This is an optimization exercise on Yosys and OpenROAD, whose aim is small area, not a production implementation. Function was checked by simulation only, so behaviour that the tests miss may differ from the original. Power is estimated from default activity; no workload was simulated.

--- flow/design.v ---
module	square_object	(
					input		logic	clk,
					input		logic	resetN,
					input 	logic signed	[10:0] pixelX,
					input 	logic signed	[10:0] pixelY,
					input 	logic signed	[10:0] topLeftX,
					input 	logic	signed [10:0] topLeftY,
					output 	logic	[8:0] offsetX,
					output 	logic	[8:0] offsetY,
					output	logic	drawingRequest  
);
parameter  int OBJECT_WIDTH_X = 512;
parameter  int OBJECT_HEIGHT_Y = 416;
wire signed [11:0] dX = pixelX - topLeftX;
wire signed [11:0] dY = pixelY - topLeftY;
wire insideBracket = (dX >= 0) && (dX < OBJECT_WIDTH_X) && (dY >= 0) && (dY < OBJECT_HEIGHT_Y);
always_ff@(posedge clk or negedge resetN)
begin
	if(!resetN)
		drawingRequest	<=	1'b0;
	else
		drawingRequest	<=	insideBracket;
end
always_ff@(posedge clk)
begin
	offsetX	<= dX[8:0];
	offsetY	<= dY[8:0];
end
endmodule
module random 	
 ( 
	input	logic  clk,
	input	logic  resetN, 
	input	logic	 rise,
	output logic unsigned [SIZE_BITS-1:0] dout	
  ) ;
parameter SIZE_BITS = 8;
parameter unsigned MIN_VAL = 0;   
parameter unsigned MAX_VAL = 255;
	logic unsigned  [SIZE_BITS-1:0] counter ;
	logic rise_d  ;
always_ff @(posedge clk or negedge resetN) begin
		if (!resetN) begin
			dout <= (MAX_VAL+MIN_VAL)/2;
			counter <= MIN_VAL;
			rise_d <= 1'b0;
		end
		else begin
			counter <= counter+1;
			if ( counter >= MAX_VAL )  
				counter <=  MIN_VAL ;  
			rise_d <= rise;
			if (rise && !rise_d)  
				dout <= counter;
		end
	end
endmodule
module GridMatrixBitMap (
	input  logic       clk,
	input  logic       resetN,
	input  logic [3:0] row,       
	input  logic [3:0] col,       
	input  logic [4:0] px,        
	input  logic [4:0] py,        
	input  logic       in_box,
	input  logic       random,
	input  logic       coin_collision,
	output logic       drawingRequest,
	output logic [7:0] RGBout,
	output logic       coin_collect
);
localparam logic [7:0] TRANSPARENT_ENCODING = 8'hFF;
localparam logic [255:0] M0COIN = 256'b0000000000000000000000000000000000000000000000001111011111110101111101101111010111110001111101011111011111110111111101100011111011000110001111101100000000000000111111111011111011111110111000001111111010111110111111101011111011111110100000111111111000001111;
localparam logic [255:0] M1COIN = 256'b0000000000000000000000000000000000000000000000001111011011110111111101101111011111110000111101111111011111110111111101100011111011000111001111101100000000111110111111111011111011111111101111101111111110111110111111111011111011111111100000011111111111111111;
localparam logic [255:0] M0WALL = 256'b0000000000000000000000000000000000000000000000000000100000001010000010010000101000001110000010100000100000001000000010011100000100111001110000010011111111111111000000000100000100000001000111110000000101000001000000010100000100000001011111000000000111110000;
localparam logic [255:0] M1WALL = 256'b0000000000000000000000000000000000000000000000000000100100001000000010010000100000001111000010000000100000001000000010011100000100111000110000010011111111000001000000000100000100000000010000010000000001000001000000000100000100000000011111100000000000000000;
logic random_cs;    
logic valid;        
logic [164:0] eaten;
wire  [255:0] eaten_grid;
wire  [7:0] cidx = {row, col};
assign eaten_grid[0] = eaten[0];
assign eaten_grid[1] = eaten[1];
assign eaten_grid[2] = eaten[2];
assign eaten_grid[3] = eaten[3];
assign eaten_grid[4] = eaten[4];
assign eaten_grid[5] = eaten[5];
assign eaten_grid[6] = eaten[6];
assign eaten_grid[7] = eaten[7];
assign eaten_grid[8] = eaten[8];
assign eaten_grid[9] = eaten[9];
assign eaten_grid[10] = eaten[10];
assign eaten_grid[11] = eaten[11];
assign eaten_grid[12] = eaten[12];
assign eaten_grid[13] = eaten[13];
assign eaten_grid[14] = eaten[14];
assign eaten_grid[15] = eaten[15];
assign eaten_grid[16] = eaten[16];
assign eaten_grid[17] = eaten[17];
assign eaten_grid[23] = eaten[18];
assign eaten_grid[24] = eaten[19];
assign eaten_grid[25] = eaten[20];
assign eaten_grid[26] = eaten[21];
assign eaten_grid[27] = eaten[22];
assign eaten_grid[28] = eaten[23];
assign eaten_grid[29] = eaten[24];
assign eaten_grid[30] = eaten[25];
assign eaten_grid[31] = eaten[26];
assign eaten_grid[33] = eaten[27];
assign eaten_grid[34] = eaten[28];
assign eaten_grid[35] = eaten[29];
assign eaten_grid[36] = eaten[30];
assign eaten_grid[37] = eaten[31];
assign eaten_grid[39] = eaten[32];
assign eaten_grid[40] = eaten[33];
assign eaten_grid[41] = eaten[34];
assign eaten_grid[42] = eaten[35];
assign eaten_grid[43] = eaten[36];
assign eaten_grid[44] = eaten[37];
assign eaten_grid[45] = eaten[38];
assign eaten_grid[46] = eaten[39];
assign eaten_grid[47] = eaten[40];
assign eaten_grid[49] = eaten[41];
assign eaten_grid[50] = eaten[42];
assign eaten_grid[51] = eaten[43];
assign eaten_grid[52] = eaten[44];
assign eaten_grid[53] = eaten[45];
assign eaten_grid[55] = eaten[46];
assign eaten_grid[56] = eaten[47];
assign eaten_grid[57] = eaten[48];
assign eaten_grid[58] = eaten[49];
assign eaten_grid[59] = eaten[50];
assign eaten_grid[60] = eaten[51];
assign eaten_grid[61] = eaten[52];
assign eaten_grid[62] = eaten[53];
assign eaten_grid[63] = eaten[54];
assign eaten_grid[65] = eaten[55];
assign eaten_grid[66] = eaten[56];
assign eaten_grid[67] = eaten[57];
assign eaten_grid[68] = eaten[58];
assign eaten_grid[69] = eaten[59];
assign eaten_grid[70] = eaten[60];
assign eaten_grid[71] = eaten[61];
assign eaten_grid[72] = eaten[62];
assign eaten_grid[73] = eaten[63];
assign eaten_grid[74] = eaten[64];
assign eaten_grid[75] = eaten[65];
assign eaten_grid[76] = eaten[66];
assign eaten_grid[77] = eaten[67];
assign eaten_grid[78] = eaten[68];
assign eaten_grid[79] = eaten[69];
assign eaten_grid[81] = eaten[70];
assign eaten_grid[82] = eaten[71];
assign eaten_grid[83] = eaten[72];
assign eaten_grid[84] = eaten[73];
assign eaten_grid[85] = eaten[74];
assign eaten_grid[87] = eaten[75];
assign eaten_grid[88] = eaten[76];
assign eaten_grid[89] = eaten[77];
assign eaten_grid[90] = eaten[78];
assign eaten_grid[91] = eaten[79];
assign eaten_grid[92] = eaten[80];
assign eaten_grid[93] = eaten[81];
assign eaten_grid[94] = eaten[82];
assign eaten_grid[95] = eaten[83];
assign eaten_grid[97] = eaten[84];
assign eaten_grid[98] = eaten[85];
assign eaten_grid[99] = eaten[86];
assign eaten_grid[100] = eaten[87];
assign eaten_grid[101] = eaten[88];
assign eaten_grid[110] = eaten[89];
assign eaten_grid[111] = eaten[90];
assign eaten_grid[113] = eaten[91];
assign eaten_grid[114] = eaten[92];
assign eaten_grid[115] = eaten[93];
assign eaten_grid[116] = eaten[94];
assign eaten_grid[117] = eaten[95];
assign eaten_grid[120] = eaten[96];
assign eaten_grid[121] = eaten[97];
assign eaten_grid[122] = eaten[98];
assign eaten_grid[126] = eaten[99];
assign eaten_grid[127] = eaten[100];
assign eaten_grid[129] = eaten[101];
assign eaten_grid[130] = eaten[102];
assign eaten_grid[131] = eaten[103];
assign eaten_grid[132] = eaten[104];
assign eaten_grid[133] = eaten[105];
assign eaten_grid[137] = eaten[106];
assign eaten_grid[138] = eaten[107];
assign eaten_grid[140] = eaten[108];
assign eaten_grid[141] = eaten[109];
assign eaten_grid[142] = eaten[110];
assign eaten_grid[143] = eaten[111];
assign eaten_grid[144] = eaten[112];
assign eaten_grid[145] = eaten[113];
assign eaten_grid[146] = eaten[114];
assign eaten_grid[148] = eaten[115];
assign eaten_grid[149] = eaten[116];
assign eaten_grid[150] = eaten[117];
assign eaten_grid[151] = eaten[118];
assign eaten_grid[152] = eaten[119];
assign eaten_grid[153] = eaten[120];
assign eaten_grid[154] = eaten[121];
assign eaten_grid[156] = eaten[122];
assign eaten_grid[157] = eaten[123];
assign eaten_grid[158] = eaten[124];
assign eaten_grid[159] = eaten[125];
assign eaten_grid[160] = eaten[126];
assign eaten_grid[161] = eaten[127];
assign eaten_grid[162] = eaten[128];
assign eaten_grid[164] = eaten[129];
assign eaten_grid[165] = eaten[130];
assign eaten_grid[166] = eaten[131];
assign eaten_grid[167] = eaten[132];
assign eaten_grid[168] = eaten[133];
assign eaten_grid[172] = eaten[134];
assign eaten_grid[173] = eaten[135];
assign eaten_grid[174] = eaten[136];
assign eaten_grid[175] = eaten[137];
assign eaten_grid[176] = eaten[138];
assign eaten_grid[177] = eaten[139];
assign eaten_grid[178] = eaten[140];
assign eaten_grid[180] = eaten[141];
assign eaten_grid[181] = eaten[142];
assign eaten_grid[182] = eaten[143];
assign eaten_grid[183] = eaten[144];
assign eaten_grid[185] = eaten[145];
assign eaten_grid[186] = eaten[146];
assign eaten_grid[188] = eaten[147];
assign eaten_grid[189] = eaten[148];
assign eaten_grid[190] = eaten[149];
assign eaten_grid[191] = eaten[150];
assign eaten_grid[192] = eaten[151];
assign eaten_grid[193] = eaten[152];
assign eaten_grid[194] = eaten[153];
assign eaten_grid[196] = eaten[154];
assign eaten_grid[197] = eaten[155];
assign eaten_grid[198] = eaten[156];
assign eaten_grid[199] = eaten[157];
assign eaten_grid[200] = eaten[158];
assign eaten_grid[201] = eaten[159];
assign eaten_grid[202] = eaten[160];
assign eaten_grid[204] = eaten[161];
assign eaten_grid[205] = eaten[162];
assign eaten_grid[206] = eaten[163];
assign eaten_grid[207] = eaten[164];
assign eaten_grid[18] = 1'b0;
assign eaten_grid[19] = 1'b0;
assign eaten_grid[20] = 1'b0;
assign eaten_grid[21] = 1'b0;
assign eaten_grid[22] = 1'b0;
assign eaten_grid[32] = 1'b0;
assign eaten_grid[38] = 1'b0;
assign eaten_grid[48] = 1'b0;
assign eaten_grid[54] = 1'b0;
assign eaten_grid[64] = 1'b0;
assign eaten_grid[80] = 1'b0;
assign eaten_grid[86] = 1'b0;
assign eaten_grid[96] = 1'b0;
assign eaten_grid[102] = 1'b0;
assign eaten_grid[103] = 1'b0;
assign eaten_grid[104] = 1'b0;
assign eaten_grid[105] = 1'b0;
assign eaten_grid[106] = 1'b0;
assign eaten_grid[107] = 1'b0;
assign eaten_grid[108] = 1'b0;
assign eaten_grid[109] = 1'b0;
assign eaten_grid[112] = 1'b0;
assign eaten_grid[118] = 1'b0;
assign eaten_grid[119] = 1'b0;
assign eaten_grid[123] = 1'b0;
assign eaten_grid[124] = 1'b0;
assign eaten_grid[125] = 1'b0;
assign eaten_grid[128] = 1'b0;
assign eaten_grid[134] = 1'b0;
assign eaten_grid[135] = 1'b0;
assign eaten_grid[136] = 1'b0;
assign eaten_grid[139] = 1'b0;
assign eaten_grid[147] = 1'b0;
assign eaten_grid[155] = 1'b0;
assign eaten_grid[163] = 1'b0;
assign eaten_grid[169] = 1'b0;
assign eaten_grid[170] = 1'b0;
assign eaten_grid[171] = 1'b0;
assign eaten_grid[179] = 1'b0;
assign eaten_grid[184] = 1'b0;
assign eaten_grid[187] = 1'b0;
assign eaten_grid[195] = 1'b0;
assign eaten_grid[203] = 1'b0;
assign eaten_grid[208] = 1'b0;
assign eaten_grid[209] = 1'b0;
assign eaten_grid[210] = 1'b0;
assign eaten_grid[211] = 1'b0;
assign eaten_grid[212] = 1'b0;
assign eaten_grid[213] = 1'b0;
assign eaten_grid[214] = 1'b0;
assign eaten_grid[215] = 1'b0;
assign eaten_grid[216] = 1'b0;
assign eaten_grid[217] = 1'b0;
assign eaten_grid[218] = 1'b0;
assign eaten_grid[219] = 1'b0;
assign eaten_grid[220] = 1'b0;
assign eaten_grid[221] = 1'b0;
assign eaten_grid[222] = 1'b0;
assign eaten_grid[223] = 1'b0;
assign eaten_grid[224] = 1'b0;
assign eaten_grid[225] = 1'b0;
assign eaten_grid[226] = 1'b0;
assign eaten_grid[227] = 1'b0;
assign eaten_grid[228] = 1'b0;
assign eaten_grid[229] = 1'b0;
assign eaten_grid[230] = 1'b0;
assign eaten_grid[231] = 1'b0;
assign eaten_grid[232] = 1'b0;
assign eaten_grid[233] = 1'b0;
assign eaten_grid[234] = 1'b0;
assign eaten_grid[235] = 1'b0;
assign eaten_grid[236] = 1'b0;
assign eaten_grid[237] = 1'b0;
assign eaten_grid[238] = 1'b0;
assign eaten_grid[239] = 1'b0;
assign eaten_grid[240] = 1'b0;
assign eaten_grid[241] = 1'b0;
assign eaten_grid[242] = 1'b0;
assign eaten_grid[243] = 1'b0;
assign eaten_grid[244] = 1'b0;
assign eaten_grid[245] = 1'b0;
assign eaten_grid[246] = 1'b0;
assign eaten_grid[247] = 1'b0;
assign eaten_grid[248] = 1'b0;
assign eaten_grid[249] = 1'b0;
assign eaten_grid[250] = 1'b0;
assign eaten_grid[251] = 1'b0;
assign eaten_grid[252] = 1'b0;
assign eaten_grid[253] = 1'b0;
assign eaten_grid[254] = 1'b0;
assign eaten_grid[255] = 1'b0;
wire present = ~(valid & eaten_grid[cidx]);
wire coin_m  = random_cs ? M1COIN[cidx] : M0COIN[cidx];
wire wall_m  = random_cs ? M1WALL[cidx] : M0WALL[cidx];
wire is_coin = in_box & present & coin_m;
wire is_wall = in_box & present & wall_m;
wire eat     = is_coin & coin_collision;
wire clr     = ~valid | (random != random_cs);
logic [7:0] coin_pix;
always_comb begin
	case ({py, px})
		10'd401, 10'd433, 10'd463, 10'd495, 10'd528, 10'd562, 10'd594, 10'd623, 10'd625, 10'd626, 10'd656: coin_pix = 8'h00;
		10'd174, 10'd422, 10'd466, 10'd529, 10'd624, 10'd854: coin_pix = 8'h20;
		10'd614, 10'd744, 10'd878: coin_pix = 8'h24;
		10'd179, 10'd234, 10'd359, 10'd443, 10'd810, 10'd883: coin_pix = 8'h64;
		10'd296, 10'd346, 10'd730: coin_pix = 8'h6d;
		10'd265: coin_pix = 8'h84;
		10'd635: coin_pix = 8'h8d;
		10'd432, 10'd679: coin_pix = 8'hac;
		10'd313, 10'd454: coin_pix = 8'had;
		10'd280: coin_pix = 8'hb1;
		10'd214: coin_pix = 8'hb6;
		10'd204, 10'd247, 10'd582, 10'd777, 10'd823: coin_pix = 8'hd1;
		10'd411, 10'd843: coin_pix = 8'hda;
		10'd667: coin_pix = 8'hdb;
		10'd180: coin_pix = 8'hdf;
		10'd205, 10'd206, 10'd207, 10'd208, 10'd209, 10'd210, 10'd211, 10'd212, 10'd235, 10'd236, 10'd237, 10'd238, 10'd239, 10'd240, 10'd241, 10'd242, 10'd243, 10'd244, 10'd245, 10'd246, 10'd266, 10'd267, 10'd268, 10'd269, 10'd270, 10'd271, 10'd272, 10'd273, 10'd274, 10'd275, 10'd276, 10'd277, 10'd278, 10'd279, 10'd297, 10'd298, 10'd299, 10'd300, 10'd301, 10'd302, 10'd303, 10'd304, 10'd305, 10'd306, 10'd307, 10'd308, 10'd309, 10'd310, 10'd311, 10'd312, 10'd328, 10'd329, 10'd330, 10'd331, 10'd332, 10'd333, 10'd334, 10'd335, 10'd336, 10'd337, 10'd338, 10'd339, 10'd340, 10'd341, 10'd342, 10'd343, 10'd344, 10'd345, 10'd360, 10'd361, 10'd362, 10'd363, 10'd364, 10'd365, 10'd366, 10'd367, 10'd368, 10'd370, 10'd371, 10'd372, 10'd373, 10'd374, 10'd375, 10'd376, 10'd377, 10'd391, 10'd392, 10'd393, 10'd394, 10'd395, 10'd396, 10'd397, 10'd398, 10'd399, 10'd400, 10'd402, 10'd403, 10'd404, 10'd405, 10'd406, 10'd407, 10'd408, 10'd409, 10'd410, 10'd423, 10'd424, 10'd425, 10'd426, 10'd427, 10'd428, 10'd429, 10'd430, 10'd431, 10'd435, 10'd436, 10'd437, 10'd438, 10'd439, 10'd440, 10'd441, 10'd442, 10'd455, 10'd456, 10'd457, 10'd458, 10'd459, 10'd460, 10'd461, 10'd462, 10'd467, 10'd468, 10'd469, 10'd470, 10'd471, 10'd472, 10'd473, 10'd474, 10'd487, 10'd488, 10'd489, 10'd490, 10'd491, 10'd492, 10'd493, 10'd494, 10'd497, 10'd498, 10'd499, 10'd500, 10'd501, 10'd502, 10'd503, 10'd504, 10'd505, 10'd506, 10'd507, 10'd519, 10'd520, 10'd521, 10'd522, 10'd523, 10'd524, 10'd525, 10'd526, 10'd530, 10'd532, 10'd533, 10'd534, 10'd535, 10'd536, 10'd537, 10'd538, 10'd539, 10'd551, 10'd552, 10'd553, 10'd554, 10'd555, 10'd556, 10'd557, 10'd558, 10'd559, 10'd560, 10'd564, 10'd565, 10'd566, 10'd567, 10'd568, 10'd569, 10'd570, 10'd571, 10'd583, 10'd584, 10'd585, 10'd586, 10'd587, 10'd588, 10'd589, 10'd590, 10'd591, 10'd592, 10'd596, 10'd597, 10'd598, 10'd599, 10'd600, 10'd601, 10'd602, 10'd615, 10'd616, 10'd617, 10'd618, 10'd619, 10'd620, 10'd621, 10'd622, 10'd627, 10'd628, 10'd629, 10'd630, 10'd631, 10'd632, 10'd633, 10'd634, 10'd647, 10'd648, 10'd649, 10'd650, 10'd651, 10'd652, 10'd653, 10'd654, 10'd655, 10'd657, 10'd658, 10'd659, 10'd660, 10'd661, 10'd662, 10'd663, 10'd664, 10'd665, 10'd666, 10'd680, 10'd681, 10'd682, 10'd683, 10'd684, 10'd685, 10'd686, 10'd687, 10'd689, 10'd690, 10'd691, 10'd692, 10'd693, 10'd694, 10'd695, 10'd696, 10'd697, 10'd698, 10'd712, 10'd713, 10'd714, 10'd715, 10'd716, 10'd717, 10'd718, 10'd719, 10'd720, 10'd721, 10'd722, 10'd723, 10'd724, 10'd725, 10'd726, 10'd727, 10'd728, 10'd729, 10'd745, 10'd746, 10'd747, 10'd748, 10'd749, 10'd750, 10'd751, 10'd752, 10'd753, 10'd754, 10'd755, 10'd756, 10'd757, 10'd758, 10'd759, 10'd760, 10'd778, 10'd779, 10'd780, 10'd781, 10'd782, 10'd783, 10'd784, 10'd785, 10'd786, 10'd787, 10'd788, 10'd789, 10'd790, 10'd791, 10'd811, 10'd812, 10'd813, 10'd814, 10'd815, 10'd816, 10'd817, 10'd818, 10'd819, 10'd820, 10'd821, 10'd822, 10'd845, 10'd846, 10'd847, 10'd848, 10'd849, 10'd850, 10'd852, 10'd853: coin_pix = 8'hf0;
		10'd177, 10'd464, 10'd527, 10'd761: coin_pix = 8'hf1;
		10'd369, 10'd531, 10'd563, 10'd593, 10'd595, 10'd851: coin_pix = 8'hf4;
		10'd175, 10'd176, 10'd178, 10'd213, 10'd378, 10'd434, 10'd465, 10'd475, 10'd486, 10'd496, 10'd518, 10'd550, 10'd561, 10'd603, 10'd688, 10'd792, 10'd844, 10'd879, 10'd880, 10'd881, 10'd882: coin_pix = 8'hf5;
		default: coin_pix = 8'hff;
	endcase
end
wire [15:0] row_hit = eat ? (16'd1 << row) : 16'd0;
wire [15:0] col_hit = 16'd1 << col;
always_ff @(posedge clk) begin
	coin_collect <= eat;
	eaten[0] <= (eaten[0] & ~clr) | (row_hit[0] & col_hit[0]);
	eaten[1] <= (eaten[1] & ~clr) | (row_hit[0] & col_hit[1]);
	eaten[2] <= (eaten[2] & ~clr) | (row_hit[0] & col_hit[2]);
	eaten[3] <= (eaten[3] & ~clr) | (row_hit[0] & col_hit[3]);
	eaten[4] <= (eaten[4] & ~clr) | (row_hit[0] & col_hit[4]);
	eaten[5] <= (eaten[5] & ~clr) | (row_hit[0] & col_hit[5]);
	eaten[6] <= (eaten[6] & ~clr) | (row_hit[0] & col_hit[6]);
	eaten[7] <= (eaten[7] & ~clr) | (row_hit[0] & col_hit[7]);
	eaten[8] <= (eaten[8] & ~clr) | (row_hit[0] & col_hit[8]);
	eaten[9] <= (eaten[9] & ~clr) | (row_hit[0] & col_hit[9]);
	eaten[10] <= (eaten[10] & ~clr) | (row_hit[0] & col_hit[10]);
	eaten[11] <= (eaten[11] & ~clr) | (row_hit[0] & col_hit[11]);
	eaten[12] <= (eaten[12] & ~clr) | (row_hit[0] & col_hit[12]);
	eaten[13] <= (eaten[13] & ~clr) | (row_hit[0] & col_hit[13]);
	eaten[14] <= (eaten[14] & ~clr) | (row_hit[0] & col_hit[14]);
	eaten[15] <= (eaten[15] & ~clr) | (row_hit[0] & col_hit[15]);
	eaten[16] <= (eaten[16] & ~clr) | (row_hit[1] & col_hit[0]);
	eaten[17] <= (eaten[17] & ~clr) | (row_hit[1] & col_hit[1]);
	eaten[18] <= (eaten[18] & ~clr) | (row_hit[1] & col_hit[7]);
	eaten[19] <= (eaten[19] & ~clr) | (row_hit[1] & col_hit[8]);
	eaten[20] <= (eaten[20] & ~clr) | (row_hit[1] & col_hit[9]);
	eaten[21] <= (eaten[21] & ~clr) | (row_hit[1] & col_hit[10]);
	eaten[22] <= (eaten[22] & ~clr) | (row_hit[1] & col_hit[11]);
	eaten[23] <= (eaten[23] & ~clr) | (row_hit[1] & col_hit[12]);
	eaten[24] <= (eaten[24] & ~clr) | (row_hit[1] & col_hit[13]);
	eaten[25] <= (eaten[25] & ~clr) | (row_hit[1] & col_hit[14]);
	eaten[26] <= (eaten[26] & ~clr) | (row_hit[1] & col_hit[15]);
	eaten[27] <= (eaten[27] & ~clr) | (row_hit[2] & col_hit[1]);
	eaten[28] <= (eaten[28] & ~clr) | (row_hit[2] & col_hit[2]);
	eaten[29] <= (eaten[29] & ~clr) | (row_hit[2] & col_hit[3]);
	eaten[30] <= (eaten[30] & ~clr) | (row_hit[2] & col_hit[4]);
	eaten[31] <= (eaten[31] & ~clr) | (row_hit[2] & col_hit[5]);
	eaten[32] <= (eaten[32] & ~clr) | (row_hit[2] & col_hit[7]);
	eaten[33] <= (eaten[33] & ~clr) | (row_hit[2] & col_hit[8]);
	eaten[34] <= (eaten[34] & ~clr) | (row_hit[2] & col_hit[9]);
	eaten[35] <= (eaten[35] & ~clr) | (row_hit[2] & col_hit[10]);
	eaten[36] <= (eaten[36] & ~clr) | (row_hit[2] & col_hit[11]);
	eaten[37] <= (eaten[37] & ~clr) | (row_hit[2] & col_hit[12]);
	eaten[38] <= (eaten[38] & ~clr) | (row_hit[2] & col_hit[13]);
	eaten[39] <= (eaten[39] & ~clr) | (row_hit[2] & col_hit[14]);
	eaten[40] <= (eaten[40] & ~clr) | (row_hit[2] & col_hit[15]);
	eaten[41] <= (eaten[41] & ~clr) | (row_hit[3] & col_hit[1]);
	eaten[42] <= (eaten[42] & ~clr) | (row_hit[3] & col_hit[2]);
	eaten[43] <= (eaten[43] & ~clr) | (row_hit[3] & col_hit[3]);
	eaten[44] <= (eaten[44] & ~clr) | (row_hit[3] & col_hit[4]);
	eaten[45] <= (eaten[45] & ~clr) | (row_hit[3] & col_hit[5]);
	eaten[46] <= (eaten[46] & ~clr) | (row_hit[3] & col_hit[7]);
	eaten[47] <= (eaten[47] & ~clr) | (row_hit[3] & col_hit[8]);
	eaten[48] <= (eaten[48] & ~clr) | (row_hit[3] & col_hit[9]);
	eaten[49] <= (eaten[49] & ~clr) | (row_hit[3] & col_hit[10]);
	eaten[50] <= (eaten[50] & ~clr) | (row_hit[3] & col_hit[11]);
	eaten[51] <= (eaten[51] & ~clr) | (row_hit[3] & col_hit[12]);
	eaten[52] <= (eaten[52] & ~clr) | (row_hit[3] & col_hit[13]);
	eaten[53] <= (eaten[53] & ~clr) | (row_hit[3] & col_hit[14]);
	eaten[54] <= (eaten[54] & ~clr) | (row_hit[3] & col_hit[15]);
	eaten[55] <= (eaten[55] & ~clr) | (row_hit[4] & col_hit[1]);
	eaten[56] <= (eaten[56] & ~clr) | (row_hit[4] & col_hit[2]);
	eaten[57] <= (eaten[57] & ~clr) | (row_hit[4] & col_hit[3]);
	eaten[58] <= (eaten[58] & ~clr) | (row_hit[4] & col_hit[4]);
	eaten[59] <= (eaten[59] & ~clr) | (row_hit[4] & col_hit[5]);
	eaten[60] <= (eaten[60] & ~clr) | (row_hit[4] & col_hit[6]);
	eaten[61] <= (eaten[61] & ~clr) | (row_hit[4] & col_hit[7]);
	eaten[62] <= (eaten[62] & ~clr) | (row_hit[4] & col_hit[8]);
	eaten[63] <= (eaten[63] & ~clr) | (row_hit[4] & col_hit[9]);
	eaten[64] <= (eaten[64] & ~clr) | (row_hit[4] & col_hit[10]);
	eaten[65] <= (eaten[65] & ~clr) | (row_hit[4] & col_hit[11]);
	eaten[66] <= (eaten[66] & ~clr) | (row_hit[4] & col_hit[12]);
	eaten[67] <= (eaten[67] & ~clr) | (row_hit[4] & col_hit[13]);
	eaten[68] <= (eaten[68] & ~clr) | (row_hit[4] & col_hit[14]);
	eaten[69] <= (eaten[69] & ~clr) | (row_hit[4] & col_hit[15]);
	eaten[70] <= (eaten[70] & ~clr) | (row_hit[5] & col_hit[1]);
	eaten[71] <= (eaten[71] & ~clr) | (row_hit[5] & col_hit[2]);
	eaten[72] <= (eaten[72] & ~clr) | (row_hit[5] & col_hit[3]);
	eaten[73] <= (eaten[73] & ~clr) | (row_hit[5] & col_hit[4]);
	eaten[74] <= (eaten[74] & ~clr) | (row_hit[5] & col_hit[5]);
	eaten[75] <= (eaten[75] & ~clr) | (row_hit[5] & col_hit[7]);
	eaten[76] <= (eaten[76] & ~clr) | (row_hit[5] & col_hit[8]);
	eaten[77] <= (eaten[77] & ~clr) | (row_hit[5] & col_hit[9]);
	eaten[78] <= (eaten[78] & ~clr) | (row_hit[5] & col_hit[10]);
	eaten[79] <= (eaten[79] & ~clr) | (row_hit[5] & col_hit[11]);
	eaten[80] <= (eaten[80] & ~clr) | (row_hit[5] & col_hit[12]);
	eaten[81] <= (eaten[81] & ~clr) | (row_hit[5] & col_hit[13]);
	eaten[82] <= (eaten[82] & ~clr) | (row_hit[5] & col_hit[14]);
	eaten[83] <= (eaten[83] & ~clr) | (row_hit[5] & col_hit[15]);
	eaten[84] <= (eaten[84] & ~clr) | (row_hit[6] & col_hit[1]);
	eaten[85] <= (eaten[85] & ~clr) | (row_hit[6] & col_hit[2]);
	eaten[86] <= (eaten[86] & ~clr) | (row_hit[6] & col_hit[3]);
	eaten[87] <= (eaten[87] & ~clr) | (row_hit[6] & col_hit[4]);
	eaten[88] <= (eaten[88] & ~clr) | (row_hit[6] & col_hit[5]);
	eaten[89] <= (eaten[89] & ~clr) | (row_hit[6] & col_hit[14]);
	eaten[90] <= (eaten[90] & ~clr) | (row_hit[6] & col_hit[15]);
	eaten[91] <= (eaten[91] & ~clr) | (row_hit[7] & col_hit[1]);
	eaten[92] <= (eaten[92] & ~clr) | (row_hit[7] & col_hit[2]);
	eaten[93] <= (eaten[93] & ~clr) | (row_hit[7] & col_hit[3]);
	eaten[94] <= (eaten[94] & ~clr) | (row_hit[7] & col_hit[4]);
	eaten[95] <= (eaten[95] & ~clr) | (row_hit[7] & col_hit[5]);
	eaten[96] <= (eaten[96] & ~clr) | (row_hit[7] & col_hit[8]);
	eaten[97] <= (eaten[97] & ~clr) | (row_hit[7] & col_hit[9]);
	eaten[98] <= (eaten[98] & ~clr) | (row_hit[7] & col_hit[10]);
	eaten[99] <= (eaten[99] & ~clr) | (row_hit[7] & col_hit[14]);
	eaten[100] <= (eaten[100] & ~clr) | (row_hit[7] & col_hit[15]);
	eaten[101] <= (eaten[101] & ~clr) | (row_hit[8] & col_hit[1]);
	eaten[102] <= (eaten[102] & ~clr) | (row_hit[8] & col_hit[2]);
	eaten[103] <= (eaten[103] & ~clr) | (row_hit[8] & col_hit[3]);
	eaten[104] <= (eaten[104] & ~clr) | (row_hit[8] & col_hit[4]);
	eaten[105] <= (eaten[105] & ~clr) | (row_hit[8] & col_hit[5]);
	eaten[106] <= (eaten[106] & ~clr) | (row_hit[8] & col_hit[9]);
	eaten[107] <= (eaten[107] & ~clr) | (row_hit[8] & col_hit[10]);
	eaten[108] <= (eaten[108] & ~clr) | (row_hit[8] & col_hit[12]);
	eaten[109] <= (eaten[109] & ~clr) | (row_hit[8] & col_hit[13]);
	eaten[110] <= (eaten[110] & ~clr) | (row_hit[8] & col_hit[14]);
	eaten[111] <= (eaten[111] & ~clr) | (row_hit[8] & col_hit[15]);
	eaten[112] <= (eaten[112] & ~clr) | (row_hit[9] & col_hit[0]);
	eaten[113] <= (eaten[113] & ~clr) | (row_hit[9] & col_hit[1]);
	eaten[114] <= (eaten[114] & ~clr) | (row_hit[9] & col_hit[2]);
	eaten[115] <= (eaten[115] & ~clr) | (row_hit[9] & col_hit[4]);
	eaten[116] <= (eaten[116] & ~clr) | (row_hit[9] & col_hit[5]);
	eaten[117] <= (eaten[117] & ~clr) | (row_hit[9] & col_hit[6]);
	eaten[118] <= (eaten[118] & ~clr) | (row_hit[9] & col_hit[7]);
	eaten[119] <= (eaten[119] & ~clr) | (row_hit[9] & col_hit[8]);
	eaten[120] <= (eaten[120] & ~clr) | (row_hit[9] & col_hit[9]);
	eaten[121] <= (eaten[121] & ~clr) | (row_hit[9] & col_hit[10]);
	eaten[122] <= (eaten[122] & ~clr) | (row_hit[9] & col_hit[12]);
	eaten[123] <= (eaten[123] & ~clr) | (row_hit[9] & col_hit[13]);
	eaten[124] <= (eaten[124] & ~clr) | (row_hit[9] & col_hit[14]);
	eaten[125] <= (eaten[125] & ~clr) | (row_hit[9] & col_hit[15]);
	eaten[126] <= (eaten[126] & ~clr) | (row_hit[10] & col_hit[0]);
	eaten[127] <= (eaten[127] & ~clr) | (row_hit[10] & col_hit[1]);
	eaten[128] <= (eaten[128] & ~clr) | (row_hit[10] & col_hit[2]);
	eaten[129] <= (eaten[129] & ~clr) | (row_hit[10] & col_hit[4]);
	eaten[130] <= (eaten[130] & ~clr) | (row_hit[10] & col_hit[5]);
	eaten[131] <= (eaten[131] & ~clr) | (row_hit[10] & col_hit[6]);
	eaten[132] <= (eaten[132] & ~clr) | (row_hit[10] & col_hit[7]);
	eaten[133] <= (eaten[133] & ~clr) | (row_hit[10] & col_hit[8]);
	eaten[134] <= (eaten[134] & ~clr) | (row_hit[10] & col_hit[12]);
	eaten[135] <= (eaten[135] & ~clr) | (row_hit[10] & col_hit[13]);
	eaten[136] <= (eaten[136] & ~clr) | (row_hit[10] & col_hit[14]);
	eaten[137] <= (eaten[137] & ~clr) | (row_hit[10] & col_hit[15]);
	eaten[138] <= (eaten[138] & ~clr) | (row_hit[11] & col_hit[0]);
	eaten[139] <= (eaten[139] & ~clr) | (row_hit[11] & col_hit[1]);
	eaten[140] <= (eaten[140] & ~clr) | (row_hit[11] & col_hit[2]);
	eaten[141] <= (eaten[141] & ~clr) | (row_hit[11] & col_hit[4]);
	eaten[142] <= (eaten[142] & ~clr) | (row_hit[11] & col_hit[5]);
	eaten[143] <= (eaten[143] & ~clr) | (row_hit[11] & col_hit[6]);
	eaten[144] <= (eaten[144] & ~clr) | (row_hit[11] & col_hit[7]);
	eaten[145] <= (eaten[145] & ~clr) | (row_hit[11] & col_hit[9]);
	eaten[146] <= (eaten[146] & ~clr) | (row_hit[11] & col_hit[10]);
	eaten[147] <= (eaten[147] & ~clr) | (row_hit[11] & col_hit[12]);
	eaten[148] <= (eaten[148] & ~clr) | (row_hit[11] & col_hit[13]);
	eaten[149] <= (eaten[149] & ~clr) | (row_hit[11] & col_hit[14]);
	eaten[150] <= (eaten[150] & ~clr) | (row_hit[11] & col_hit[15]);
	eaten[151] <= (eaten[151] & ~clr) | (row_hit[12] & col_hit[0]);
	eaten[152] <= (eaten[152] & ~clr) | (row_hit[12] & col_hit[1]);
	eaten[153] <= (eaten[153] & ~clr) | (row_hit[12] & col_hit[2]);
	eaten[154] <= (eaten[154] & ~clr) | (row_hit[12] & col_hit[4]);
	eaten[155] <= (eaten[155] & ~clr) | (row_hit[12] & col_hit[5]);
	eaten[156] <= (eaten[156] & ~clr) | (row_hit[12] & col_hit[6]);
	eaten[157] <= (eaten[157] & ~clr) | (row_hit[12] & col_hit[7]);
	eaten[158] <= (eaten[158] & ~clr) | (row_hit[12] & col_hit[8]);
	eaten[159] <= (eaten[159] & ~clr) | (row_hit[12] & col_hit[9]);
	eaten[160] <= (eaten[160] & ~clr) | (row_hit[12] & col_hit[10]);
	eaten[161] <= (eaten[161] & ~clr) | (row_hit[12] & col_hit[12]);
	eaten[162] <= (eaten[162] & ~clr) | (row_hit[12] & col_hit[13]);
	eaten[163] <= (eaten[163] & ~clr) | (row_hit[12] & col_hit[14]);
	eaten[164] <= (eaten[164] & ~clr) | (row_hit[12] & col_hit[15]);
end
always_ff @(posedge clk or negedge resetN) begin
	if (!resetN) begin
		RGBout    <= 8'h00;
		random_cs <= 1'b0;
		valid     <= 1'b0;
	end else begin
		valid     <= 1'b1;
		random_cs <= random;
		if (is_wall)
			RGBout <= 8'b00000011;
		else if (is_coin)
			RGBout <= coin_pix;
		else
			RGBout <= TRANSPARENT_ENCODING;
	end
end
assign drawingRequest = (RGBout != TRANSPARENT_ENCODING);
endmodule
module	HART_DISPLAY	(
					input	logic	clk,
					input	logic	resetN,
					input	logic	[10:0] pixelX,
					input	logic	[10:0] pixelY,
					input	logic	[10:0] topLeftX,
					input	logic	[10:0] topLeftY,
					input	logic	coin_collision,
					input	logic	star,
					output	logic	[7:0] hartRGB,
					output	logic	HartDrawingRequest,
					output	logic	coin_collect
);
logic	[8:0] offsetX;
logic	[8:0] offsetY;
logic	boxHartDrawingRequest;
logic	rand_bit;
square_object #(
	.OBJECT_WIDTH_X(512),
	.OBJECT_HEIGHT_Y(416)
) inst11 (
	.clk(clk),
	.resetN(resetN),
	.pixelX(pixelX),
	.pixelY(pixelY),
	.topLeftX(topLeftX),
	.topLeftY(topLeftY),
	.offsetX(offsetX),
	.offsetY(offsetY),
	.drawingRequest(boxHartDrawingRequest)
);
random #(
	.SIZE_BITS(1),
	.MIN_VAL(0),
	.MAX_VAL(1)
) inst1 (
	.clk(clk),
	.resetN(resetN),
	.rise(star),
	.dout(rand_bit)
);
GridMatrixBitMap inst (
	.clk(clk),
	.resetN(resetN),
	.row(offsetY[8:5]),
	.col(offsetX[8:5]),
	.px(offsetX[4:0]),
	.py(offsetY[4:0]),
	.in_box(boxHartDrawingRequest),
	.random(rand_bit),
	.coin_collision(coin_collision),
	.drawingRequest(HartDrawingRequest),
	.RGBout(hartRGB),
	.coin_collect(coin_collect)
);
endmodule
--- flow/run.sh ---
#!/bin/bash
# synth_recipe.tcl (not shown) runs the flow's synth.tcl, then flattens the netlist and writes it again
# the make line also repeats each setting of config.mk as NAME=value (left out here)
make -C /OpenROAD-flow-scripts/flow DESIGN_CONFIG=/design/flow/config.mk WORK_HOME=/design/flow/orfs CLKGATE_MAP_FILE= SYNTH_SCRIPT=/design/flow/synth_recipe.tcl finish
--- flow/config.mk ---
export PLATFORM = sky130hd
export DESIGN_NAME = HART_DISPLAY
export DESIGN_NICKNAME = HART_DISPLAY
export VERILOG_FILES = /design/flow/design.v
export SDC_FILE = /design/flow/constraint.sdc
export NUM_CORES = 4
export LEC_CHECK = 0
export CAP_MARGIN = 20
export CORE_MARGIN = 2
export CORE_UTILIZATION = 40
export SLEW_MARGIN = 20
--- flow/constraint.sdc ---
create_clock -name core_clock -period 10.0 [get_ports {clk}]
set_input_delay 2.0000 -clock core_clock [delete_from_list [all_inputs] [get_ports {clk}]]
set_output_delay 2.0000 -clock core_clock [all_outputs]
set_load 0.01 [all_outputs]
==> results of run 1 <==
==> results.txt, run 1 <==
- The run stopped with a tool error.
- The number of warnings reported in the yosys synthesis log is 3.
- The flow stopped in synthesis.
- The first error in the log reads "ERROR: TCL interpreter returned an error: Source files actually used in the design:".
==> run 2, diff against run 1 <==
--- a/flow/config.mk
+++ b/flow/config.mk
@@ -9,3 +9,4 @@
 export CORE_MARGIN = 2
 export CORE_UTILIZATION = 40
 export SLEW_MARGIN = 20
+export SYNTH_MEMORY_MAX_BITS = 16384
==> results.txt, run 2 <==
- The utilization after layout is 45.4%.
- After synthesis, the netlist uses 78 different library cells.
- The global-route wire length before repair is 56200 um.
- The clock sink total is 196.
- In this run the core area contains 61 standard-cell rows.
- The total track usage is 24.5%.
- The initial antenna violation count was 0.
- For the worst-skew pair, the clock arrives at the later sink with an insertion delay of 430 ps.
- By count the netlist is led by nand2_1, o21ai_0, dfxtp_1.
- For this design the top-level I/O count stands at 58.
- The library cell with the largest summed area after synthesis is dfxtp_1.
- Data on the critical path is required at its endpoint by 10310 ps.
- Leaving out fill and tap cells, the most frequent cell in the layout is nand2_1.
- The reported max-cap violation count is 0.
- The layout has 2741 filler cells.
- Before antenna repair, the detailed router went through 6 iterations.
- The startpoint type of the worst setup path is an input pin.
- The worst ir drop on vdd is 115 uV.
- Each instance of the synthesized netlist takes up on average 7.96 sq um.
- The proportion of layout cells with a drive suffix above 1 is 7.58%.
- The post-synthesis cell area is 11300 sq um.
- The highest fanout seen on the critical path is 35.
- The flop and latch count out of synthesis is 196.
- The number of flip-flops under the largest register name is 165.
- The die is 172 um wide.
- The congestion estimate from routability-driven global placement came to 0.982.
- Among all cell types in the netlist, the one instantiated most often is nand2_1.
- The buffer levels on the longest clock path is 2.
- The count of flip-flops with a built-in enable after synthesis is 0.
- The layout overhead on the synthesized area is 11.8%.
- The half-perimeter wire length after detailed placement is 24500 um.
- The total count of max-transition violations in the final report came to 0.
- The number of nets in the synthesized netlist is 1498.
- Across all setup checks in the final design, the least slack found is 4540 ps.
- The worst relative slew slack is 33.1%.
- The number of hold violations in the final report was 0.
- By area the synthesized netlist is led by dfxtp_1, o21ai_0, nand2_1.
- Counting the buffers created by CTS gives 17.
- The number of warnings reported in the yosys synthesis log was 3 (unchanged).
- The register with the most flip-flops is inst.eaten.
- The post-synthesis instance total is 1413.
- The most instantiated flip-flop cell in the synthesis netlist is dfxtp_1.
- The number of DRC violations after detailed routing is 0.
- Setup repair after global routing left no endpoint under its margin.
- The power density over the cells is 184 nW/um^2.
- The routed wire length is 35900 um.
- The count of nets left with antenna violations after detail routing is 0.
- In the detailed route, the total length drawn on met2 is 16800 um.
- The root buffer cell chosen for the clock tree is clkbuf_16.
- Using the TritonRoute via totals, the vias-per-cell ratio works out to 6.00.
- The synthesized netlist devotes 4.25% of its cell area to adder and majority cells.
- The die is 172 um tall.
- The proportion of register bits with asynchronous set or reset after synthesis is 7.14%.
- The top layer used by detailed routing is met4.
- Once the floorplan was initialized, standard cells occupied 40.6% of the core.
- The largest clock skew in the final design is 10.7 ps.
- By area, the combinational part of the netlist is dominated by compound AO/OA/AOI/OAI gates.
- The portion of netlist area occupied by mux cells is 7.67%.
- CTS built an H-tree with a depth of 4.
- Data arrives at the worst endpoint at 5770 ps.
- At the end of the flow, the number of nets in the layout was 1484.
- The worst slack after detailed placement is 4180 ps.
- Leaving out fill and tap cells, the most frequent cells in the layout are nand2_1, o21ai_0, dfxtp_1.
- Sequential cells were found to cover 35.5% of the synthesized design area.
- The routed design uses 2330 um of met3 wire.
- The worst setup path is captured at a flip-flop.
- The run finished with no timing, DRC or antenna violations.
- The post-route minimum period is 5460 ps.
- The maximum number of pins on one net before global-route repair is 96.
- Static timing analysis puts the maximum clock frequency at 183 MHz.
- The path category of the worst min-delay check is reg -> reg.
- The overall overflow remaining after global route is 0.
- The number of port buffers is 57.
- The smallest hold slack is 403 ps.
- After detailed routing, the wire length on met1 is 15400 um.
- The post-synthesis simple-gate area fraction is 19.7%.
- After layout, the worst path uses 54.6% of the clock period.
- At the pin with the least slew margin, the transition time is 1000 ps.
- The clock-pin slew reported for the worst setup and hold paths after clock tree synthesis is 80 ps.
- The number of gates resized after CTS was 0.
- For this block, the initial DRC count from the detailed router was 1379.
- The via count of the first global-routing pass is 9930.
- The count of inserted antenna diode cells is 0.
- The leakage dissipation is 4.47 nW.
- The TritonCTS clock tree is done.
- The number of endpoints failing setup at the final stage is 0.
- The synthesized netlist devotes 1.56% of its cell area to XOR and XNOR gates.
- The sum of negative setup slack is 0 ps.
- The type of the setup path with the least slack is in -> reg.
- The average detailed-routed wire length per instance is 20.0 um.
- The floorplan step defined a core boundary enclosing 27700 sq um.
- The count of hold buffers inserted by post-cts repair is 0.
- The fraction of post-synthesis cell area in the top cell type by area is 32.4%.
- The share of the synthesized area in compound gates (AO/OA/AOI/OAI) is 25.6%.
- The floorplan step defined a die boundary enclosing 29500 sq um.
- The routed via count is 10700.
- After clock tree synthesis, the setup repair step added 0 buffers.
- Overall power consumption after layout is estimated at 2.31 mW.
-- run 2: metal layers --
layer	up-vias	track usage, %
met4	0	9.84
met5	-	0
li1	5108	-
met3	114	3.45
met2	468	40.6
met1	5058	32.0
-- run 2: worst max-delay path, cell delays in order --
cell,delay (ps)
clkdlybuf4s50_1,450
inv_1,40
ha_1,220
fa_1,510
nand2b_1,230
a21oi_1,400
xnor2_2,80
buf_4,260
nor3_1,660
a21oi_1,160
o31ai_1,250
a211oi_1,120
o32ai_1,380
-- run 2: logic make-up (layout without fill, tap and decap cells) --
group           count (synthesis)  in the layout
other cells                     1              1
mux                            68             68
compound gates                456            456
fa+ha+maj                      37             37
flops                         196            196
xor+xnor                       20             20
simple gates                  484            484
buf+inv                       151            150
-- run 2: path summary, 6_finish.rpt --
path,startpoint,endpoint,slack [ps],depth (start not counted)
setup / recovery,pixelX[0],inst.coin_pix[0]$_DFF_P_,4540,13
hold / removal,inst1.counter$_DFF_PN0_,inst1.counter$_DFF_PN0_,400,1
setup reg to reg,inst11.offsetX[6]$_DFF_P_,inst.eaten[8]$_DFF_P_,5130,9
max in group asynchronous,resetN,inst11.drawingRequest$_DFF_PN0_,7630,1
min in group asynchronous,resetN,inst.RGBout[5]$_DFF_PN0_,1950,1
hold reg to reg,inst1.counter$_DFF_PN0_,inst1.counter$_DFF_PN0_,400,1
-- run 2: through the flow --
stage	cells	area, sq um
5_1_grt	1790	12600
2_1_floorplan	1413	11300
3_5_place_dp	1758	12000
4_1_cts	1790	12600
6_report	1790	12600
3_3_place_gp	1758	12000
-- run 2: layout make-up --
class	instances	area [sq um]	share of cell area [%]
inverters	43	161	1.28
clock inverters	13	144	1.14
multi-input cells	1066	6650	52.9
flip-flops and latches	196	4000	31.8
repair buffers	75	706	5.61
well taps	378	473	3.76
clock buffers	19	443	3.52
-- run 2: power breakdown --
part / total [mW] / internal (mW) / leakage (nW) / switching, mW
logic: 0.776 / 0.254 / 2.58 / 0.522
registers: 0.854 / 0.806 / 1.61 / 0.0481
clock network: 0.680 / 0.359 / 0.279 / 0.321
total: 2.31 / 1.42 / 4.47 / 0.891
==> run 3, diff against run 2 <==
==> flow/flow/run.sh (new file) <==
#!/bin/bash
# Standard layout, with each tool's output kept in a log here.
bash standard.sh > standard.log 2>&1
==> flow/standard.sh (new file) <==
#!/bin/bash
# synth_recipe.tcl (not shown) runs the flow's synth.tcl, then flattens the netlist and writes it again
# the make line also repeats each setting of config.mk as NAME=value (left out here)
make -C /OpenROAD-flow-scripts/flow DESIGN_CONFIG=/design/flow/config.mk WORK_HOME=/design/flow/orfs CLKGATE_MAP_FILE= SYNTH_SCRIPT=/design/flow/synth_recipe.tcl "${@:-finish}"
removed: flow/run.sh
==> results.txt, run 3 <==
- The number of DRC violations after detailed routing is 0 (unchanged).
- The root buffer selected by CTS is clkbuf_16.
- The data arrival time at the worst-slack endpoint is 5770 ps (about the same).
- The leakage dissipation is 4.47 nW (unchanged).
- The number of warnings reported in the yosys synthesis log is 3 (unchanged).
- The count of flip-flops with a built-in enable after synthesis is 0 (unchanged).
- The number of rows created at floorplan was 61 (unchanged).
- The global-route wire length before repair is 56200 um (unchanged).
- The number of port buffers is 57 (unchanged).
- The initial antenna violation count is 0 (unchanged).
- After synthesis, the cell types taking the most area are dfxtp_1, o21ai_0, nand2_1.
- The number of hold violations in the final report is 0 (unchanged).
- The fraction of post-synthesis cell area in the top cell type by area is 32.4% (unchanged).
- The mean instance size in the synthesized netlist came to 7.96 sq um (unchanged).
- The commonest cells after synthesis are nand2_1, o21ai_0, dfxtp_1.
- The most common cell in the netlist is nand2_1.
- Setup repair after global routing left no endpoint under its margin.
- The data required time of the critical path is 10310 ps (about the same).
- The routability congestion estimate from global placement is 0.982 (unchanged).
- The number of flip-flops under the largest register name is 165 (unchanged).
- The most instantiated flip-flop cell in the synthesis netlist is dfxtp_1.
- The clock insertion delay at the later pin of the skew report is 430 ps (about the same).
- The total track usage was 24.5% (unchanged).
- The clock sink total is 196 (unchanged).
- The number of buffers created by CTS was 17 (unchanged).
- The worst slack after detailed placement is 4180 ps (unchanged).
- The instance area after placement is 12000 sq um (unchanged).
- Ranked by flip-flop count, first place goes to inst.eaten.
- The maximum number of pins on one net before global-route repair came to 96 (unchanged).
- The number of levels in the clock H-tree is 4 (unchanged).
- The overall overflow remaining after global route was 0 (unchanged).
- The utilization after layout is 45.4% (unchanged).
- The reported max-cap violation count is 0 (unchanged).
- The count of hold buffers inserted by post-cts repair was 0 (unchanged).
- The proportion of register bits with asynchronous set or reset after synthesis is 7.14% (unchanged).
- The library cell with the largest summed area after synthesis is dfxtp_1.
- The core area is 27700 sq um (unchanged).
- The worst ir drop on vdd was 115 uV (unchanged).
- The number of distinct library cell variants in the gate-level netlist after synthesis is 78 (unchanged).
- The number of nets in the finished design came to 1484 (unchanged).
- The smallest hold slack is 403 ps (unchanged).
- The number of setup buffers added after CTS is 0 (unchanged).
- The die footprint came to 29500 sq um (unchanged).
- The final setup slack of the worst path came to 4540 ps (unchanged).
- The path category of the worst min-delay check is reg -> reg.
- The total I/O pin count is 58 (unchanged).
- The worst setup path is launched from an input pin.
- The total count of max-transition violations in the final report is 0 (unchanged).
- The via density per instance is 6.00 (unchanged).
- The total power is 2.31 mW (unchanged).
- The via count of the first global-routing pass is 9930 (unchanged).
- The sequential share of the synthesized area is 35.5% (unchanged).
- The count of nets left with antenna violations after detail routing came to 0 (unchanged).
- The endpoint class of the critical path is a flip-flop.
- The worst relative slew slack is 33.1% (unchanged).
- The proportion of layout cells with a drive suffix above 1 is 7.58% (unchanged).
- The routed wire length is 35900 um (unchanged).
- The floorplan die height is 172 um (unchanged).
- The most common cell after layout, fill and taps aside is nand2_1.
- The cell count after placement is 1758 (unchanged).
- The number of endpoints failing setup at the final stage is 0 (unchanged).
- The sum of negative setup slack is 0 ps (unchanged).
- The highest fanout seen on the critical path is 35 (unchanged).
- The share of the clock period used by the worst path was 54.6% (unchanged).
- The largest clock skew in the final design was 10.7 ps (unchanged).
- The buffer levels on the longest clock path is 2 (unchanged).
- The starting density of the core was 40.6% (unchanged).
- The post-route minimum period is 5460 ps (unchanged).
- The TritonCTS clock tree is done.
- The iteration-0 DRC count of the detailed router came to 1379 (unchanged).
- The post-CTS resize count is 0 (unchanged).
- The average detailed-routed wire length per instance is 20.0 um (unchanged).
- The clock-pin slew reported for the worst setup and hold paths after clock tree synthesis came to 80 ps (about the same).
- The power density over the cells was 184 nW/um^2 (unchanged).
- The timing-limited maximum frequency is 183 MHz (unchanged).
- The flop and latch count out of synthesis is 196 (unchanged).
- The transition time of the tightest slew-check pin is 1000 ps (unchanged).
- The count of inserted antenna diode cells was 0 (unchanged).
- The half-perimeter wire length after detailed placement is 24500 um (unchanged).
- The post-synthesis instance total came to 1413 (unchanged).
- The horizontal extent of the die came to 172 um (unchanged).
- The first-pass iteration count of the detailed router is 6 (unchanged).
- The routed via count is 10700 (unchanged).
- The post-synth net total is 1498 (unchanged).
- The layout overhead on the synthesized area is 11.8% (unchanged).
- The post-synthesis cell area came to 11300 sq um (unchanged).
- The type of the setup path with the least slack is in -> reg.
- The count of non-filler cells in the finished layout is 1790 (unchanged).
- The top cell types in the final layout, fill and taps aside, are nand2_1, o21ai_0, dfxtp_1.
- The finished layout cell area was 12600 sq um (unchanged).
- The run finished with no timing, DRC or antenna violations.
## run 3: layout make-up
cell class / instances / area [sq um]
flip-flops and latches: 196 / 4000
clock inverters: 13 / 144
well taps: 378 / 473
clock buffers: 19 / 443
fillers: 2741 / 15100
repair buffers: 75 / 706
inverters: 43 / 161
multi-input cells: 1066 / 6650
## run 3: critical path, stage by stage
cell	delay, ps
clkdlybuf4s50_1	450
inv_1	40
ha_1	220
fa_1	510
nand2b_1	230
a21oi_1	400
xnor2_2	80
buf_4	260
nor3_1	660
a21oi_1	160
o31ai_1	250
a211oi_1	120
o32ai_1	380
## run 3: report_power, final
part / internal (mW) / switching (mW) / leakage (nW) / total (mW)
clock network: 0.359 / 0.321 / 0.279 / 0.680
logic: 0.254 / 0.522 / 2.58 / 0.776
registers: 0.806 / 0.0481 / 1.61 / 0.854
## run 3: path summary, 6_finish.rpt
path / startpoint / end / slack [ps] / depth (start not counted)
worst max-delay path: pixelX[0] / inst.coin_pix[0]$_DFF_P_ / 4540 / 13
worst min-delay path: inst1.counter$_DFF_PN0_ / inst1.counter$_DFF_PN0_ / 400 / 1
worst max register to register: inst11.offsetX[6]$_DFF_P_ / inst.eaten[8]$_DFF_P_ / 5130 / 9
worst min register to register: inst1.counter$_DFF_PN0_ / inst1.counter$_DFF_PN0_ / 400 / 1
max in group asynchronous: resetN / inst11.drawingRequest$_DFF_PN0_ / 7630 / 1
min in group asynchronous: resetN / inst.RGBout[5]$_DFF_PN0_ / 1950 / 1
## run 3: routing by layer
metal / up-vias / track usage [%] / share of wire (%)
li1: 5108 / - / -
met1: 5058 / 32.0 / 43
met3: 114 / 3.45 / 6.5
met4: 0 / 9.84 / 3.7
met5: - / 0 / 0
met2: 468 / 40.6 / 47
## run 3: kinds of logic (layout without fill, tap and decap cells)
logic type	count (synthesis)	in the layout	share of synthesized area, %
XOR/XNOR	20	20	1.56
adder cells (fa/ha/maj)	37	37	4.25
multiplexers	68	68	7.67
other	1	1	0.0333
AO/OA/AOI/OAI	456	456	25.6
flip-flops	196	196	35.5
buffers and inverters	151	150	5.75
AND/OR/NAND/NOR	484	484	19.7

[what the ideal ports hide]
The results above use ideal ports. As a check the final layouts listed here were re-extracted and re-timed, cells and wires unchanged.
Step 1 sets driving cells, clkbuf_16 on the clock port and buf_2 on the other inputs (assumed; they add their load-dependent delay and slew).
Step 2, shift: input delay + t, output delay - t, t = (earliest + latest rising clock arrival at the registers) / 2. This alone moves slack from input paths to output paths.
a / b / c = ideal ports / drivers / drivers and shift; a / b = the first two.
run | shift t [ns] | setup WS [ns] | worst hold slack (ns) | worst setup path at the end | latest minus earliest clock arrival (ns)
run 2 | 0.476 | 4.542 / 4.566 / 4.090 | 0.403 / 0.403 / 0.403 | input to register | 0.011 / 0.011
run 3 | 0.476 | 4.542 / 4.566 / 4.090 | 0.403 / 0.403 / 0.403 | input to register | 0.011 / 0.011
After both steps every run listed still meets setup and hold.
